Context: an optimization exercise on an open-source flow, tuned for small area. The choices shown serve that exercise and are no tape-out recipe. Function was checked by simulation only, so behaviour that the tests miss may differ from the original. Power figures rest on the tool's default switching activity, not on a simulated workload.

==> flow/design.v <==
module delay_s (
	input clk,
	input load,
	output timeout
    );
	localparam [20:0] P  = 21'haaaaa;
	localparam [20:0] T  = 21'h1893c9;
	localparam [20:0] C1 = 21'h5bc56;
	reg  [20:0] q;
	wire [20:0] c = q ^ P;
	assign timeout = (c == T);
	wire fb = c[20] ^ c[1] ^ timeout;
	always @(posedge clk)
		q <= (load ? C1 : {c[19:0], fb}) ^ P;
endmodule
module debounce(
	input button_bressed, clk, reset,
	output button_state
    );
	localparam [9:0] P    = 10'h2aa;
	localparam [9:0] S0   = 10'h3ff;
	localparam [9:0] TERM = 10'h7f;
	reg b, cnt;
	reg  [9:0] q;
	wire [9:0] d = q ^ P;
	wire timeout = (d == TERM);
	always @(posedge clk, posedge reset)
		if (reset) begin
			b <= 1'b0;
			cnt <= 1'b0;
		end else if (cnt) begin
			if (timeout) begin
				cnt <= 1'b0;
				b <= button_bressed;
			end
		end else
			cnt <= button_bressed ^ b;
	always @(posedge clk)
		q <= (cnt ? {d[8:0], d[9] ^ d[6]} : S0) ^ P;
	assign button_state = b;
endmodule
module Traffic_light(
	input button_bressed, clk, reset,
	output green_led, yellow_led, red_led
    );
	reg [2:0] s;
	wire b, timeout;
	debounce db (
		.button_bressed(button_bressed),
		.clk(clk),
		.reset(reset),
		.button_state(b)
	);
	wire t0 = (s == 3'b000);
	delay_s tm (
		.clk(clk),
		.load(t0),
		.timeout(timeout)
	);
	always @(posedge clk, posedge reset)
		if (reset)
			s <= 3'b000;
		else case (s)
			3'b000: if (b) s <= 3'b100;
			3'b100: if (timeout) s <= 3'b010;
			3'b010: if (b) s <= 3'b011; else if (timeout) s <= 3'b000;
			3'b011: if (timeout) s <= 3'b001;
			3'b001: if (timeout) s <= 3'b000;
			default: s <= 3'b000;
		endcase
	assign green_led = t0;
	assign yellow_led = s[2];
	assign red_led = s[1] | s[0];
endmodule
clock: 10.0 ns
lec_check: 0
cap_margin: 20
core_margin: 2
core_utilization: 25
cts_buf_list: sky130_fd_sc_hd__clkbuf_8
cts_cluster_diameter: 200
cts_cluster_size: 40
slew_margin: 20
run.sh (not shown) runs the stock make flow with config.mk's settings and CLKGATE_MAP_FILE= SYNTH_SCRIPT=/design/flow/synth_recipe.tcl, a recipe that flattens the netlist after the stock synthesis.
The baseline completed with no timing, DRC or antenna violations.
Next try:
CTS_BUF_LIST = unset   (was sky130_fd_sc_hd__clkbuf_8)
CTS_CLUSTER_DIAMETER = unset   (was 200)
CTS_CLUSTER_SIZE = unset   (was 40)
The changed run produced a clean layout.
Die area does not change.
Wire length stays the same.
Power is unchanged.
Setup slack is unchanged.

## run a
Traffic_light, a different RTL version from the one above (not shown whole).
For scale: about 110 cells after synthesis, ~36 flip-flops, about 1100 um2 of cells after synthesis.
clock: 10.0 ns
lec_check: 0
cap_margin: 20
core_margin: 2
core_utilization: 25
slew_margin: 20
standard.sh (not shown) runs the stock make flow with config.mk's settings and CLKGATE_MAP_FILE= SYNTH_SCRIPT=/design/flow/synth_recipe.tcl, a recipe that flattens the netlist after the stock synthesis.
==> flow/flow/run.sh <==
#!/bin/bash
# Own layout flow: the standard ORFS flow (standard.sh) with
#  - the standard synthesis script, except that ABC maps with an area script,
#  - unit-size port buffers,
#  - a clock tree of one cluster without dummy loads,
#  - power recovery (downsizing of gates off the critical path).
# Each step's full output stays in orfs/logs; make's output goes to flow_make.log.
set -euo pipefail
W=$PWD
export MY_ABC_SCRIPT=$W/flow/area.script
bash standard.sh \
  SYNTH_SCRIPT=$W/flow/my_synth.tcl \
  BUFFER_PORTS_ARGS="-buffer_cell sky130_fd_sc_hd__buf_1" \
  CTS_ARGS="-buf_list sky130_fd_sc_hd__clkbuf_8 -root_buf sky130_fd_sc_hd__clkbuf_8 -dont_use_dummy_load -sink_clustering_enable -sink_clustering_size 50 -sink_clustering_max_diameter 500 -repair_clock_nets" \
  RECOVER_POWER=100 \
  finish > $W/flow_make.log 2>&1
==> flow/flow/area.script <==
strash
dch -f
amap
topo
==> flow/flow/my_synth.tcl <==
proc synth {args} { yosys synth -nofsm -noshare {*}$args }
proc abc {args} {
  set i [lsearch -exact $args -script]
  if {$i >= 0 && [info exists ::env(MY_ABC_SCRIPT)]} { set args [lreplace $args [expr {$i+1}] [expr {$i+1}] $::env(MY_ABC_SCRIPT)] }
  yosys abc {*}$args
}
source $::env(SCRIPTS_DIR)/synth.tcl
# left out here: clear keep_hierarchy, flatten, clean up, hide names made inside functions, write 1_2_yosys.v
[inputs] run b vs run a
==> flow/run.sh (new file) <==
#!/bin/bash
# synth_recipe.tcl (not shown) runs the flow's synth.tcl, then flattens the netlist and writes it again
# the make line also repeats each setting of config.mk as NAME=value (left out here)
make -C /OpenROAD-flow-scripts/flow DESIGN_CONFIG=/design/flow/config.mk WORK_HOME=/design/flow/orfs CLKGATE_MAP_FILE= SYNTH_SCRIPT=/design/flow/synth_recipe.tcl finish
removed: flow/flow/run.sh
removed: flow/flow/area.script
removed: flow/flow/my_synth.tcl
removed: flow/standard.sh
### Flow results
Taking run a as the reference, in run b proportion of layout cells with a drive suffix above 1 saw an increase; wire length per cell higher; clock network fraction of total power went down by 5.5 points. Between run b and run a, the post-synthesis compound-gate area fraction is lower for run b. [compare] base=run a new=run b: first-pass GRT wire length has decreased; overall routed net length has remained practically unchanged; clock network area share has increased; combined buffer and inverter count along the critical path has increased; die area has increased. On net switching component of the power: between run b and run a, it ends up higher for run b. | normalized max-slew margin | run b vs run a | better |.

port drivers added, routing unchanged:
How much do the figures lean on ideal ports? The routed layouts below were timed once more, with nothing changed but the port constraints.
Step 1 (the two cells are an assumption about what drives the block):
set clk [get_ports {clk}]
set_driving_cell -lib_cell sky130_fd_sc_hd__clkbuf_16 $clk
set_driving_cell -lib_cell sky130_fd_sc_hd__buf_2 [delete_from_list [all_inputs] $clk]
Step 2 adds t to the input delays and takes it off the output delays; t is the mean of the earliest and latest rising clock arrival at the registers after step 1. Input paths then give back, and output paths get back, about the clock's delay inside the block.
Three values: no drivers, after step 1, after step 2; two values: the first two.
run | shift t [ns] | slack for setup (ns) | slew at the worst register clock pin (ns) | cell pins on the clock port's net
the first run of note 1 | 0.303 | 5.910 / 5.889 / 6.192 | 0.07 / 0.07 | 1
the second run of note 1 | 0.303 | 5.910 / 5.889 / 6.192 | 0.07 / 0.07 | 1
run a | 0.297 | 6.336 / 6.313 / 6.610 | 0.06 / 0.06 | 1
run b | 0.304 | 5.879 / 5.854 / 6.158 | 0.07 / 0.07 | 1
After both steps every run listed still meets setup and hold.
